Context: an optimization exercise on an open-source flow, tuned for a short achievable clock period and few clock cycles. The choices shown serve that exercise and are no tape-out recipe. Only simulation tests tie the RTL to the original design; equivalence was not proved.

==> inputs of run X <==
Design riscv_core, start of the top module:
module riscv_core #(
    parameter XLEN = 32
) (
    input logic clk,
    input logic rst,
    output logic [XLEN-1:0] i_adr,
    output logic i_stb,
    input logic [XLEN-1:0] i_dat_r,
    input logic i_ack,
    output logic [XLEN-1:0] d_adr,
    output logic [XLEN-1:0] d_dat_w,
    output logic [XLEN/8-1:0] d_sel,
    output logic d_we,
    output logic d_stb,
    input logic [XLEN-1:0] d_dat_r,
    input logic d_ack
);
export LEC_CHECK = 0
export ABC_CLOCK_PERIOD_IN_PS = 3000
export CAP_MARGIN = 20
export CORE_MARGIN = 2
export CORE_UTILIZATION = 40
export PLACE_DENSITY = 0.6
export SLEW_MARGIN = 20
create_clock -name core_clock -period 10.0 [get_ports {clk}]
standard.sh (not shown) runs the stock make flow with config.mk's settings and CLKGATE_MAP_FILE= SYNTH_SCRIPT=/design/flow/synth_recipe.tcl, a recipe that flattens the netlist after the stock synthesis.
==> flow/flow/run.sh <==
#!/bin/bash
set -e
export SETUP_SLACK_MARGIN=7
bash standard.sh > standard.log 2>&1
==> inputs of run B, as changes to run X <==
--- a/flow/design.v
+++ b/flow/design.v
@@ -34,21 +34,28 @@
 localparam logic [4:0] JAL      = 5'b11011;
 localparam logic [4:0] OP_IMM   = 5'b00100;
 localparam logic [4:0] OP       = 5'b01100;
 localparam logic [4:0] SYSTEM   = 5'b11100;
 localparam logic [4:0] AUIPC    = 5'b00101;
 localparam logic [4:0] LUI      = 5'b01101;
     logic [31:2] pc_f;
+    logic [31:0] d_adr_q;        
     logic        v_d;
+    logic        hitf_d;         
+    logic [31:14] hi_d;          
     logic        hit_d;          
     logic [2:0]  idx_d;          
     logic [31:2] off_d;          
     logic [31:0] ir_d;
     logic [31:2] pc_d;
-    logic        ex_wr, ex_load, ex_store, ex_jalr;
+    logic        ex_v;                       
+    logic        ex_kill;                    
+    logic        ex_wr, ex_load, ex_store, ex_jalr, ex_auipc;
+    logic        jr_q;
+    logic [31:2] jt_q;
     logic        ex_fnt, ex_ft;              
     logic [2:0]  ex_idx;
     logic [31:2] ex_pc;
     logic        ex_c_eq, ex_c_ne, ex_c_lt, ex_c_ge, ex_c_ltu, ex_c_geu;
     logic [4:0]  ex_rd;
     logic [2:0]  ex_f3;
     logic [31:0] ex_a, ex_b, ex_sd, ex_link;
@@ -62,15 +69,15 @@
     logic [3:0]  mem_sel;
     logic        wb_wr;
     logic [4:0]  wb_rd;
     logic [31:0] wb_res;
     logic [31:0] rf [1:31];
     assign i_adr   = {pc_f, 2'b00};
     assign i_stb   = 1'b1;
-    assign d_adr   = mem_res;
+    assign d_adr   = d_adr_q;
     assign d_dat_w = mem_sd;
     assign d_sel   = mem_sel;
     assign d_we    = !mem_load;
     assign d_stb   = mem_memop;
     logic freeze;
     assign freeze = mem_memop & !d_ack;
     logic [4:0] opc_d, rs1_d, rs2_d, rd_d;
@@ -162,15 +169,15 @@
             3'b010: s_slt = 1;
             3'b011: s_sltu = 1;
             3'b100: s_xor = 1;
             3'b101: s_sr = 1;
             3'b110: s_or = 1;
             default: s_and = 1;
             endcase
-        end else if (d_jal | d_jalr) begin
+        end else if (d_jal | d_jalr | d_auipc) begin
             s_link = 1;
         end else if (d_branch) begin
         end else begin
             s_sum = 1;
         end
     end
     logic c_eq, c_ne, c_lt, c_ge, c_ltu, c_geu;
@@ -186,46 +193,58 @@
         default: ;
         endcase
     end
     logic ex_redirect;
     logic [31:2] ex_tgt;
     logic id_ok;          
     logic id_redirect;
-    assign id_ok = v_d && !ld_stall && !ex_redirect;
+    assign id_ok = v_d && !ld_stall;
     logic take_d;
     logic [31:2] nx_d;
-    assign take_d = d_jal || pred_d;
-    assign nx_d = take_d ? tgt_d : pc4_d;
-    assign id_redirect = v_d && !ld_stall && (hit_d ^ take_d);
+    logic fuse_d;
+    logic [31:2] jtgt_d;
+    logic [31:0] jsum_d;
+    assign fuse_d = d_jalr && ex_auipc && ex_rd == rs1_d;
+    assign jsum_d = ex_link + imm_i;
+    assign jtgt_d = jsum_d[31:2];
+    assign take_d = d_jal || pred_d || fuse_d;
+    assign nx_d = fuse_d ? jtgt_d : (take_d ? tgt_d : pc4_d);
+    assign hit_d = hitf_d && (hi_d == pc_d[31:14]);
+    assign id_redirect = v_d && !ld_stall && (hitf_d ? !(hit_d && take_d) : take_d);
+    logic [31:0] link_d;
+    assign link_d = d_auipc ? {pc_d[31:12] + ir_d[31:12], pc_d[11:2], 2'b00} : {pc4_d, 2'b00};
     localparam NBTB = 4;
     localparam BW = 2;    
     logic [NBTB-1:0] btb_v;
     logic [31:2] btb_tag [NBTB];
     logic [31:2] btb_tgt [NBTB];
     logic [BW-1:0] btb_ptr;
     logic btb_hit;
     logic [31:2] btb_t;
     logic [BW-1:0] btb_idx;
+    logic [31:14] btb_hi;
     always_comb begin
         btb_hit = 0;
         btb_t = '0;
         btb_idx = '0;
+        btb_hi = '0;
         for (int i = 0; i < NBTB; i++) begin
-            if (btb_v[i] && btb_tag[i] == pc_f) begin
+            if (btb_v[i] && btb_tag[i][13:2] == pc_f[13:2]) begin
                 btb_hit = 1;
                 btb_t = btb_t | btb_tgt[i];
+                btb_hi = btb_hi | btb_tag[i][31:14];
                 btb_idx = btb_idx | BW'(i);
             end
         end
     end
     logic        u_ins, u_del;
     logic [BW-1:0] u_idx;
     logic [31:2] u_pc, u_tgt;
     logic btb_wr;
-    assign btb_wr = v_d && !ld_stall && take_d && !hit_d;
+    assign btb_wr = v_d && !ld_stall && (d_jal || pred_d) && !hit_d;
     always @(posedge clk) begin
         if (rst) begin
             btb_v <= '0;
             btb_ptr <= '0;
         end else begin
             if (u_del) btb_v[u_idx] <= 1'b0;
             if (u_ins || btb_wr) begin
@@ -244,67 +263,87 @@
     logic [31:2] pc_nx_id, pc_nx;
     always_comb begin
         if (ld_stall) pc_nx_id = pc_f;
         else if (id_redirect) pc_nx_id = nx_d;
         else if (i_ack) pc_nx_id = btb_hit ? btb_t : pc_f + 30'd1;
         else pc_nx_id = pc_f;
     end
-    assign pc_nx = ex_redirect ? ex_tgt : pc_nx_id;
+    logic [31:2] restart, pc_nx_nf;
+    assign restart = (ex_v && !ex_kill) ? ex_pc : (v_d ? pc_d : pc_f);
+    assign pc_nx_nf = freeze ? restart : (jr_q ? jt_q : pc_nx_id);
+    logic [31:2] tgt_nf;
+    assign tgt_nf = freeze ? restart : ex_tgt;
+    assign pc_nx = ex_redirect ? tgt_nf : pc_nx_nf;
     always @(posedge clk) begin
         if (rst) pc_f <= '0;
-        else if (!freeze) pc_f <= pc_nx;
+        else pc_f <= pc_nx;
+        if (rst) jr_q <= 1'b0;
+        else jr_q <= ex_jalr && !ex_kill && !freeze;
+        jt_q <= sum[31:2];
     end
     always @(posedge clk) begin
-        if (rst) begin
+        if (rst || freeze) begin
             v_d <= 1'b0;
-        end else if (!freeze) begin
-            if (ex_redirect) begin
+        end else begin
+            if (ex_redirect || jr_q) begin
                 v_d <= 1'b0;
             end else if (ld_stall) begin
             end else if (id_redirect) begin
                 v_d <= 1'b0;
             end else begin
                 v_d <= i_ack;
             end
         end
-        if (!freeze && !ld_stall) begin
-            hit_d <= btb_hit;
+        if (!ld_stall) begin
+            hitf_d <= btb_hit;
+            hi_d <= btb_hi;
             idx_d <= btb_idx;
             ir_d <= i_dat_r;
             off_d <= (i_dat_r[6:2] == JAL) ? {{12{i_dat_r[31]}}, i_dat_r[19:12], i_dat_r[20], i_dat_r[30:22]}
                                            : {{20{i_dat_r[31]}}, i_dat_r[7], i_dat_r[30:25], i_dat_r[11:9]};
             pc_d <= pc_f;
         end
     end
     always @(posedge clk) begin
         if (rst) begin
-            ex_wr <= 0; ex_load <= 0; ex_store <= 0; ex_jalr <= 0;
+            ex_v <= 0;
+            ex_kill <= 0;
+            ex_wr <= 0; ex_load <= 0; ex_store <= 0; ex_jalr <= 0; ex_auipc <= 0;
             ex_fnt <= 0; ex_ft <= 0;
             ex_c_eq <= 0; ex_c_ne <= 0; ex_c_lt <= 0; ex_c_ge <= 0; ex_c_ltu <= 0; ex_c_geu <= 0;
-        end else if (!freeze) begin
+        end else if (freeze) begin
+            ex_v <= 0;
+            ex_kill <= 0;
+            ex_wr <= 0; ex_load <= 0; ex_store <= 0; ex_jalr <= 0; ex_auipc <= 0;
+            ex_fnt <= 0; ex_ft <= 0;
+            ex_c_eq <= 0; ex_c_ne <= 0; ex_c_lt <= 0; ex_c_ge <= 0; ex_c_ltu <= 0; ex_c_geu <= 0;
+        end else begin
+            ex_v      <= id_ok;
+            ex_kill   <= ex_redirect || (ex_jalr && !ex_kill) || jr_q;
             ex_wr     <= id_ok & wr_d;
             ex_load   <= id_ok & d_load;
             ex_store  <= id_ok & d_store;
             ex_fnt    <= id_ok & br_d & !ir_d[31] & !hit_d;
             ex_ft     <= id_ok & br_d & !ir_d[31] & hit_d;
             ex_c_eq   <= id_ok & br_d & c_eq;
             ex_c_ne   <= id_ok & br_d & c_ne;
             ex_c_lt   <= id_ok & br_d & c_lt;
             ex_c_ge   <= id_ok & br_d & c_ge;
             ex_c_ltu  <= id_ok & br_d & c_ltu;
             ex_c_geu  <= id_ok & br_d & c_geu;
-            ex_jalr   <= id_ok & d_jalr;
+            ex_jalr   <= id_ok & d_jalr & !fuse_d;
+            ex_auipc  <= id_ok & d_auipc & wr_d;
         end
-        if (!freeze) begin
+        begin
             ex_rd    <= rd_d;
             ex_f3    <= f3_d;
             ex_a     <= inv_d ? ~a_d : a_d;    
             ex_b     <= b_d;
             ex_sd    <= sd_d;
-            ex_link  <= {pc4_d, 2'b00};
+            ex_link  <= link_d;
             ex_pc    <= pc_d;
             ex_idx   <= idx_d;
             ex_alt   <= pred_d ? pc4_d : tgt_d;
             ex_inv   <= inv_d;
             ex_s_sum <= s_sum;
             ex_s_slt <= s_slt;
             ex_s_sltu <= s_sltu;
@@ -366,17 +405,17 @@
                | ({32{ex_s_sltu}} & {31'd0, ltu})
                | ({32{ex_s_xor}} & (a ^ b))
                | ({32{ex_s_or}} & (a | b))
                | ({32{ex_s_and}} & (a & b))
                | ({32{ex_s_sll}} & sll)
                | ({32{ex_s_sr}} & sr)
                | ({32{ex_s_link}} & ex_link);
-    assign ex_redirect = ex_jalr | (ex_c_eq & eq) | (ex_c_ne & !eq) | (ex_c_lt & lt) | (ex_c_ge & !lt)
-                       | (ex_c_ltu & ltu) | (ex_c_geu & !ltu);
-    assign ex_tgt = ex_jalr ? sum[31:2] : ex_alt;
+    assign ex_redirect = !ex_kill & ((ex_c_eq & eq) | (ex_c_ne & !eq) | (ex_c_lt & lt) | (ex_c_ge & !lt)
+                                     | (ex_c_ltu & ltu) | (ex_c_geu & !ltu));
+    assign ex_tgt = ex_alt;
     logic [31:0] sd_w;
     logic [3:0]  sel_w;
     always_comb begin
         case (ex_f3[1:0])
         2'b00: begin sd_w = {4{sd[7:0]}};  sel_w = 4'b0001 << sum[1:0]; end
         2'b01: begin sd_w = {2{sd[15:0]}}; sel_w = sum[1] ? 4'b1100 : 4'b0011; end
         default: begin sd_w = sd;          sel_w = 4'b1111; end
@@ -393,22 +432,23 @@
         u_pc  <= ex_pc;
         u_tgt <= ex_alt;
     end
     always @(posedge clk) begin
         if (rst) begin
             mem_wr <= 0; mem_load <= 0; mem_memop <= 0;
         end else if (!freeze) begin
-            mem_wr    <= ex_wr;
-            mem_load  <= ex_load;
-            mem_memop <= ex_load | ex_store;
+            mem_wr    <= ex_wr & !ex_kill;
+            mem_load  <= ex_load & !ex_kill;
+            mem_memop <= (ex_load | ex_store) & !ex_kill;
         end
         if (!freeze) begin
             mem_rd  <= ex_rd;
             mem_f3  <= ex_f3;
             mem_res <= res;
+            d_adr_q <= (ex_load | ex_store) ? res : 32'd0;
             mem_sd  <= sd_w;
             mem_sel <= sel_w;
         end
     end
     logic [31:0] ld_sh;
     assign ld_sh = d_dat_r >> {mem_res[1:0], 3'b000};
     always_comb begin
==> inputs of run C, as changes to run X <==
==> flow/design.v (replaced) <==
localparam logic [4:0] LOAD     = 5'b00000;
localparam logic [4:0] STORE    = 5'b01000;
localparam logic [4:0] BRANCH   = 5'b11000;
localparam logic [4:0] JALR     = 5'b11001;
localparam logic [4:0] MISC_MEM = 5'b00011;
localparam logic [4:0] JAL      = 5'b11011;
localparam logic [4:0] OP_IMM   = 5'b00100;
localparam logic [4:0] OP       = 5'b01100;
localparam logic [4:0] SYSTEM   = 5'b11100;
localparam logic [4:0] AUIPC    = 5'b00101;
localparam logic [4:0] LUI      = 5'b01101;
module riscv_core #(
    parameter XLEN = 32
) (
    input logic clk,
    input logic rst,
    output logic [XLEN-1:0] i_adr,
    output logic i_stb,
    input logic [XLEN-1:0] i_dat_r,
    input logic i_ack,
    output logic [XLEN-1:0] d_adr,
    output logic [XLEN-1:0] d_dat_w,
    output logic [XLEN/8-1:0] d_sel,
    output logic d_we,
    output logic d_stb,
    input logic [XLEN-1:0] d_dat_r,
    input logic d_ack
);
localparam logic [4:0] LOAD     = 5'b00000;
localparam logic [4:0] STORE    = 5'b01000;
localparam logic [4:0] BRANCH   = 5'b11000;
localparam logic [4:0] JALR     = 5'b11001;
localparam logic [4:0] MISC_MEM = 5'b00011;
localparam logic [4:0] JAL      = 5'b11011;
localparam logic [4:0] OP_IMM   = 5'b00100;
localparam logic [4:0] OP       = 5'b01100;
localparam logic [4:0] SYSTEM   = 5'b11100;
localparam logic [4:0] AUIPC    = 5'b00101;
localparam logic [4:0] LUI      = 5'b01101;
    logic [31:2] pc_f;
    logic        v_d;
    logic [31:0] ir_d;
    logic [31:2] pc_d;
    logic        ex_wr, ex_load, ex_store, ex_jalr;
    logic        ex_c_eq, ex_c_ne, ex_c_lt, ex_c_ge, ex_c_ltu, ex_c_geu;
    logic [4:0]  ex_rd;
    logic [2:0]  ex_f3;
    logic [31:0] ex_a, ex_b, ex_sd, ex_link;
    logic [31:2] ex_alt;
    logic        ex_fa_m, ex_fa_w, ex_fb_m, ex_fb_w, ex_fs_m, ex_fs_w;
    logic        ex_inv, ex_s_sum, ex_s_slt, ex_s_sltu, ex_s_xor, ex_s_or, ex_s_and,
                 ex_s_sll, ex_s_sr, ex_arith, ex_s_link;
    logic        mem_wr, mem_load, mem_memop;
    logic [4:0]  mem_rd;
    logic [2:0]  mem_f3;
    logic [31:0] mem_res, mem_sd;
    logic [3:0]  mem_sel;
    logic        wb_wr;
    logic [4:0]  wb_rd;
    logic [31:0] wb_res;
    logic [31:0] rf [1:31];
    assign i_adr   = {pc_f, 2'b00};
    assign i_stb   = 1'b1;
    assign d_adr   = mem_res;
    assign d_dat_w = mem_sd;
    assign d_sel   = mem_sel;
    assign d_we    = !mem_load;
    assign d_stb   = mem_memop;
    logic freeze;
    assign freeze = mem_memop & !d_ack;
    logic [4:0] opc_d, rs1_d, rs2_d, rd_d;
    logic [2:0] f3_d;
    assign opc_d = ir_d[6:2];
    assign rs1_d = ir_d[19:15];
    assign rs2_d = ir_d[24:20];
    assign rd_d  = ir_d[11:7];
    assign f3_d  = ir_d[14:12];
    logic d_lui, d_auipc, d_jal, d_jalr, d_branch, d_load, d_store, d_opimm, d_op;
    assign d_lui    = opc_d == LUI;
    assign d_auipc  = opc_d == AUIPC;
    assign d_jal    = opc_d == JAL;
    assign d_jalr   = opc_d == JALR;
    assign d_branch = opc_d == BRANCH;
    assign d_load   = opc_d == LOAD;
    assign d_store  = opc_d == STORE;
    assign d_opimm  = opc_d == OP_IMM;
    assign d_op     = opc_d == OP;
    logic use1_d, use2_d, wr_d;
    assign use1_d = d_jalr | d_branch | d_load | d_store | d_opimm | d_op;
    assign use2_d = d_branch | d_store | d_op;
    assign wr_d   = (d_lui | d_auipc | d_jal | d_jalr | d_load | d_opimm | d_op) & (rd_d != 5'd0);
    logic [31:0] imm_i, imm_s, imm_b, imm_u, imm_j;
    assign imm_i = {{21{ir_d[31]}}, ir_d[30:20]};
    assign imm_s = {{21{ir_d[31]}}, ir_d[30:25], ir_d[11:7]};
    assign imm_b = {{20{ir_d[31]}}, ir_d[7], ir_d[30:25], ir_d[11:8], 1'b0};
    assign imm_u = {ir_d[31:12], 12'b0};
    assign imm_j = {{12{ir_d[31]}}, ir_d[19:12], ir_d[20], ir_d[30:21], 1'b0};
    logic [31:2] tgt_d, pc4_d;
    logic        b_next_d;       
    assign tgt_d = pc_d + (d_jal ? imm_j[31:2] : imm_b[31:2]);
    assign pc4_d = pc_d + 30'd1;
    assign b_next_d = imm_b == 32'd4;
    logic br_d, pred_d;
    assign br_d   = d_branch & !b_next_d;
    assign pred_d = br_d & ir_d[31];           
    logic [31:0] r1_d, r2_d;
    always_comb begin
        r1_d = (rs1_d == 5'd0) ? 32'd0 : rf[rs1_d];
        r2_d = (rs2_d == 5'd0) ? 32'd0 : rf[rs2_d];
        if (wb_wr && wb_rd == rs1_d) r1_d = wb_res;
        if (wb_wr && wb_rd == rs2_d) r2_d = wb_res;
    end
    logic fa_m, fa_w, fb_m, fb_w, f1_m, f1_w, f2_m, f2_w;
    assign f1_m = ex_wr && !ex_load && ex_rd == rs1_d;
    assign f1_w = mem_wr && mem_rd == rs1_d;
    assign f2_m = ex_wr && !ex_load && ex_rd == rs2_d;
    assign f2_w = mem_wr && mem_rd == rs2_d;
    logic ld_stall;
    assign ld_stall = v_d && ex_load && ex_wr &&
                      ((use1_d && ex_rd == rs1_d) || (use2_d && ex_rd == rs2_d));
    logic a_rs1_d, b_rs2_d;
    logic [31:0] a_d, b_d, imm_d;
    assign a_rs1_d = !(d_lui | d_auipc);
    assign b_rs2_d = d_op | d_branch;
    always_comb begin
        if (d_lui | d_auipc) imm_d = imm_u;
        else if (d_store) imm_d = imm_s;
        else imm_d = imm_i;
        if (d_lui) a_d = 32'd0;
        else if (d_auipc) a_d = {pc_d, 2'b00};
        else a_d = r1_d;
        b_d = b_rs2_d ? r2_d : imm_d;
    end
    logic s_sum, s_slt, s_sltu, s_xor, s_or, s_and, s_sll, s_sr, inv_d, arith_d, s_link;
    always_comb begin
        s_sum = 0; s_slt = 0; s_sltu = 0; s_xor = 0; s_or = 0; s_and = 0;
        s_sll = 0; s_sr = 0; inv_d = 0; arith_d = ir_d[30]; s_link = 0;
        if (d_op | d_opimm) begin
            case (f3_d)
            3'b000: begin s_sum = 1; inv_d = d_op & ir_d[30]; end
            3'b001: s_sll = 1;
            3'b010: begin s_slt = 1; inv_d = 1; end
            3'b011: begin s_sltu = 1; inv_d = 1; end
            3'b100: s_xor = 1;
            3'b101: s_sr = 1;
            3'b110: s_or = 1;
            default: s_and = 1;
            endcase
        end else if (d_jal | d_jalr) begin
            s_link = 1;
        end else if (d_branch) begin
            inv_d = 1;
        end else begin
            s_sum = 1;
        end
    end
    logic c_eq, c_ne, c_lt, c_ge, c_ltu, c_geu;
    always_comb begin
        c_eq = 0; c_ne = 0; c_lt = 0; c_ge = 0; c_ltu = 0; c_geu = 0;
        case (f3_d)
        3'b000: if (pred_d) c_ne = 1; else c_eq = 1;
        3'b001: if (pred_d) c_eq = 1; else c_ne = 1;
        3'b100: if (pred_d) c_ge = 1; else c_lt = 1;
        3'b101: if (pred_d) c_lt = 1; else c_ge = 1;
        3'b110: if (pred_d) c_geu = 1; else c_ltu = 1;
        3'b111: if (pred_d) c_ltu = 1; else c_geu = 1;
        default: ;
        endcase
    end
    logic ex_redirect;
    logic [31:2] ex_tgt;
    logic id_ok;          
    logic id_redirect;
    assign id_ok = v_d && !ld_stall && !ex_redirect;
    assign id_redirect = v_d && !ld_stall && (d_jal || pred_d);
    logic [31:2] pc_nx_id, pc_nx;
    always_comb begin
        if (ld_stall) pc_nx_id = pc_f;
        else if (id_redirect) pc_nx_id = tgt_d;
        else if (i_ack) pc_nx_id = pc_f + 30'd1;
        else pc_nx_id = pc_f;
    end
    assign pc_nx = ex_redirect ? ex_tgt : pc_nx_id;
    always @(posedge clk) begin
        if (rst) pc_f <= '0;
        else if (!freeze) pc_f <= pc_nx;
    end
    always @(posedge clk) begin
        if (rst) begin
            v_d <= 1'b0;
        end else if (!freeze) begin
            if (ex_redirect) begin
                v_d <= 1'b0;
            end else if (ld_stall) begin
            end else if (id_redirect) begin
                v_d <= 1'b0;
            end else begin
                v_d <= i_ack;
            end
        end
        if (!freeze && !ld_stall) begin
            ir_d <= i_dat_r;
            pc_d <= pc_f;
        end
    end
    always @(posedge clk) begin
        if (rst) begin
            ex_wr <= 0; ex_load <= 0; ex_store <= 0; ex_jalr <= 0;
            ex_c_eq <= 0; ex_c_ne <= 0; ex_c_lt <= 0; ex_c_ge <= 0; ex_c_ltu <= 0; ex_c_geu <= 0;
        end else if (!freeze) begin
            ex_wr     <= id_ok & wr_d;
            ex_load   <= id_ok & d_load;
            ex_store  <= id_ok & d_store;
            ex_c_eq   <= id_ok & br_d & c_eq;
            ex_c_ne   <= id_ok & br_d & c_ne;
            ex_c_lt   <= id_ok & br_d & c_lt;
            ex_c_ge   <= id_ok & br_d & c_ge;
            ex_c_ltu  <= id_ok & br_d & c_ltu;
            ex_c_geu  <= id_ok & br_d & c_geu;
            ex_jalr   <= id_ok & d_jalr;
        end
        if (!freeze) begin
            ex_rd    <= rd_d;
            ex_f3    <= f3_d;
            ex_a     <= a_d;
            ex_b     <= b_d;
            ex_sd    <= r2_d;
            ex_link  <= {pc4_d, 2'b00};
            ex_alt   <= pred_d ? pc4_d : tgt_d;
            ex_fa_m  <= a_rs1_d & f1_m;
            ex_fa_w  <= a_rs1_d & !f1_m & f1_w;
            ex_fb_m  <= b_rs2_d & f2_m;
            ex_fb_w  <= b_rs2_d & !f2_m & f2_w;
            ex_fs_m  <= f2_m;
            ex_fs_w  <= !f2_m & f2_w;
            ex_inv   <= inv_d;
            ex_s_sum <= s_sum;
            ex_s_slt <= s_slt;
            ex_s_sltu <= s_sltu;
            ex_s_xor <= s_xor;
            ex_s_or  <= s_or;
            ex_s_and <= s_and;
            ex_s_sll <= s_sll;
            ex_s_sr  <= s_sr;
            ex_arith <= arith_d;
            ex_s_link <= s_link;
        end
    end
    logic [31:0] a, b, sd;
    assign a  = ex_fa_m ? mem_res : (ex_fa_w ? wb_res : ex_a);
    assign b  = ex_fb_m ? mem_res : (ex_fb_w ? wb_res : ex_b);
    assign sd = ex_fs_m ? mem_res : (ex_fs_w ? wb_res : ex_sd);
    logic [32:0] sum;
    assign sum = {1'b0, a} + {1'b0, ex_inv ? ~b : b} + {32'd0, ex_inv};
    logic [30:0] lt_l0, eq_l0;
    logic lt_lo, eq_lo;
    assign lt_l0 = ~a[30:0] & b[30:0];
    assign eq_l0 = ~(a[30:0] ^ b[30:0]);
    always_comb begin
        logic [31:0] l, e;
        l = {1'b0, lt_l0};
        e = {1'b1, eq_l0};
        for (int w = 1; w < 32; w = w * 2) begin
            for (int i = 0; i < 32; i += 2 * w) begin
                l[i] = l[i + w] | (e[i + w] & l[i]);
                e[i] = e[i + w] & e[i];
            end
        end
        lt_lo = l[0];
        eq_lo = e[0];
    end
    logic ltu, lt, eq, eq31;
    assign eq31 = a[31] ~^ b[31];
    assign ltu = (!a[31] & b[31]) | (eq31 & lt_lo);
    assign lt  = (a[31] & !b[31]) | (eq31 & lt_lo);
    assign eq  = eq31 & eq_lo;
    logic [31:0] sll, sr;
    assign sll = a << b[4:0];
    assign sr  = $unsigned($signed({ex_arith & a[31], a}) >>> b[4:0]);
    logic [31:0] res;
    assign res = ({32{ex_s_sum}} & sum[31:0])
               | ({32{ex_s_slt}} & {31'd0, lt})
               | ({32{ex_s_sltu}} & {31'd0, ltu})
               | ({32{ex_s_xor}} & (a ^ b))
               | ({32{ex_s_or}} & (a | b))
               | ({32{ex_s_and}} & (a & b))
               | ({32{ex_s_sll}} & sll)
               | ({32{ex_s_sr}} & sr)
               | ({32{ex_s_link}} & ex_link);
    assign ex_redirect = ex_jalr | (ex_c_eq & eq) | (ex_c_ne & !eq) | (ex_c_lt & lt) | (ex_c_ge & !lt)
                       | (ex_c_ltu & ltu) | (ex_c_geu & !ltu);
    assign ex_tgt = ex_jalr ? sum[31:2] : ex_alt;
    logic [31:0] sd_w;
    logic [3:0]  sel_w;
    always_comb begin
        case (ex_f3[1:0])
        2'b00: begin sd_w = {4{sd[7:0]}};  sel_w = 4'b0001 << sum[1:0]; end
        2'b01: begin sd_w = {2{sd[15:0]}}; sel_w = sum[1] ? 4'b1100 : 4'b0011; end
        default: begin sd_w = sd;          sel_w = 4'b1111; end
        endcase
    end
    always @(posedge clk) begin
        if (rst) begin
            mem_wr <= 0; mem_load <= 0; mem_memop <= 0;
        end else if (!freeze) begin
            mem_wr    <= ex_wr;
            mem_load  <= ex_load;
            mem_memop <= ex_load | ex_store;
        end
        if (!freeze) begin
            mem_rd  <= ex_rd;
            mem_f3  <= ex_f3;
            mem_res <= res;
            mem_sd  <= sd_w;
            mem_sel <= sel_w;
        end
    end
    logic [31:0] ld_sh, ld_v;
    assign ld_sh = d_dat_r >> {mem_res[1:0], 3'b000};
    always_comb begin
        case (mem_f3)
        3'b000: ld_v = {{24{ld_sh[7]}}, ld_sh[7:0]};
        3'b001: ld_v = {{16{ld_sh[15]}}, ld_sh[15:0]};
        3'b100: ld_v = {24'd0, ld_sh[7:0]};
        3'b101: ld_v = {16'd0, ld_sh[15:0]};
        default: ld_v = ld_sh;
        endcase
    end
    always @(posedge clk) begin
        if (rst) begin
            wb_wr <= 0;
        end else if (!freeze) begin
            wb_wr <= mem_wr;
        end
        if (!freeze) begin
            wb_rd  <= mem_rd;
            wb_res <= mem_load ? ld_v : mem_res;
        end
    end
    always @(posedge clk) begin
        if (wb_wr) rf[wb_rd] <= wb_res;
    end
endmodule
==> flow/run.sh (new file) <==
#!/bin/bash
# synth_recipe.tcl (not shown) runs the flow's synth.tcl, then flattens the netlist and writes it again
# the make line also repeats each setting of config.mk as NAME=value (left out here)
make -C /OpenROAD-flow-scripts/flow DESIGN_CONFIG=/design/flow/config.mk WORK_HOME=/design/flow/orfs CLKGATE_MAP_FILE= SYNTH_SCRIPT=/design/flow/synth_recipe.tcl finish
SETUP_SLACK_MARGIN = 5   (was default)
removed: flow/flow/run.sh
removed: flow/standard.sh
==> out/results.ini <==
[power]
power.density_nw_per_um2 = 202
p_total_mw = 17.3
ir_worst_vdd_mv = 0.167

[status]
status = complete, no violations

[floorplan]
rows = 158
start_util = 0.403

[synth]
netlist_instances = 5385
synth-seq-cells = 1401

[place]
postPlaceCellArea_um2 = 79700
place_inst = 7779

[cts]
clk_latency_ns = 0.84

[finish]
fin_cells = 8084

[timing]
whs_ns = 0.423
relSlewSlack = 0.282

That was run C.
==> out/results.ini <==
[power]
p_total_mw = 22.1
ir_worst_vdd_mv = 0.198
power.density_nw_per_um2 = 190

[synth]
synth-seq-cells = 1754
netlist_instances = 6320

[timing]
relSlewSlack = 0.200
whs_ns = 0.296

[place]
place_inst = 9150
postPlaceCellArea_um2 = 95000

[status]
status = complete, no violations

[floorplan]
rows = 173

[cts]
clk_latency_ns = 0.89

That was run X.
==> out/results.ini <==
[floorplan]
rows = 177
start_util = 0.401

[finish]
reg.largest.list = rf x992, btb_tag x120, btb_tgt x120
fin_cells = 10900
clk_share = 0.0538
num-nonclk-buffers = 1101

[status]
status = complete, no violations

[power]
power.density_nw_per_um2 = 200
ir_worst_vdd_mv = 0.202

[place]
postPlaceCellArea_um2 = 98600
place_inst = 9747

[cts]
clk_latency_ns = 0.91

[timing]
whs_ns = 0.300

[synth]
netlist_instances = 6874

[global_route]
track_usage = 0.307
met2_usage = 0.486

That was run B.
Testbench counts of run X, summed over its fixed seeds: cycles 23,492.
Testbench counts of run B, summed over its fixed seeds: cycles 23,244.
Testbench counts of run C, summed over its fixed seeds: cycles 24,431.

## separate check: timing with driven ports
The results above use ideal ports. As a check the final layouts listed here were re-extracted and re-timed, cells and wires unchanged. Step 1 sets driving cells, clkbuf_16 on the clock port and buf_2 on the other inputs (assumed; they add their load-dependent delay and slew). Step 2 also shifts input and output timing later by t, the mid clock arrival at the registers, as if the neighbouring blocks saw the same clock. a / b / c = ideal ports / drivers / drivers and shift; a / b = the first two.
| run | t (ns) | setup WS [ns] | latest minus earliest clock arrival (ns) |
|---|---|---|---|
| run X | 0.933 | 6.065 / 6.065 / 5.436 | 0.098 / 0.098 |
| run B | 0.958 | 6.130 / 6.130 / 5.584 | 0.109 / 0.109 |
| run C | 0.895 | 5.015 / 5.015 / 4.849 | 0.066 / 0.067 |
After both steps every run listed still meets setup and hold. For run X, which loses most, drivers alone change the setup slack by 0.000 ns; drivers and shift together by -0.629 ns.
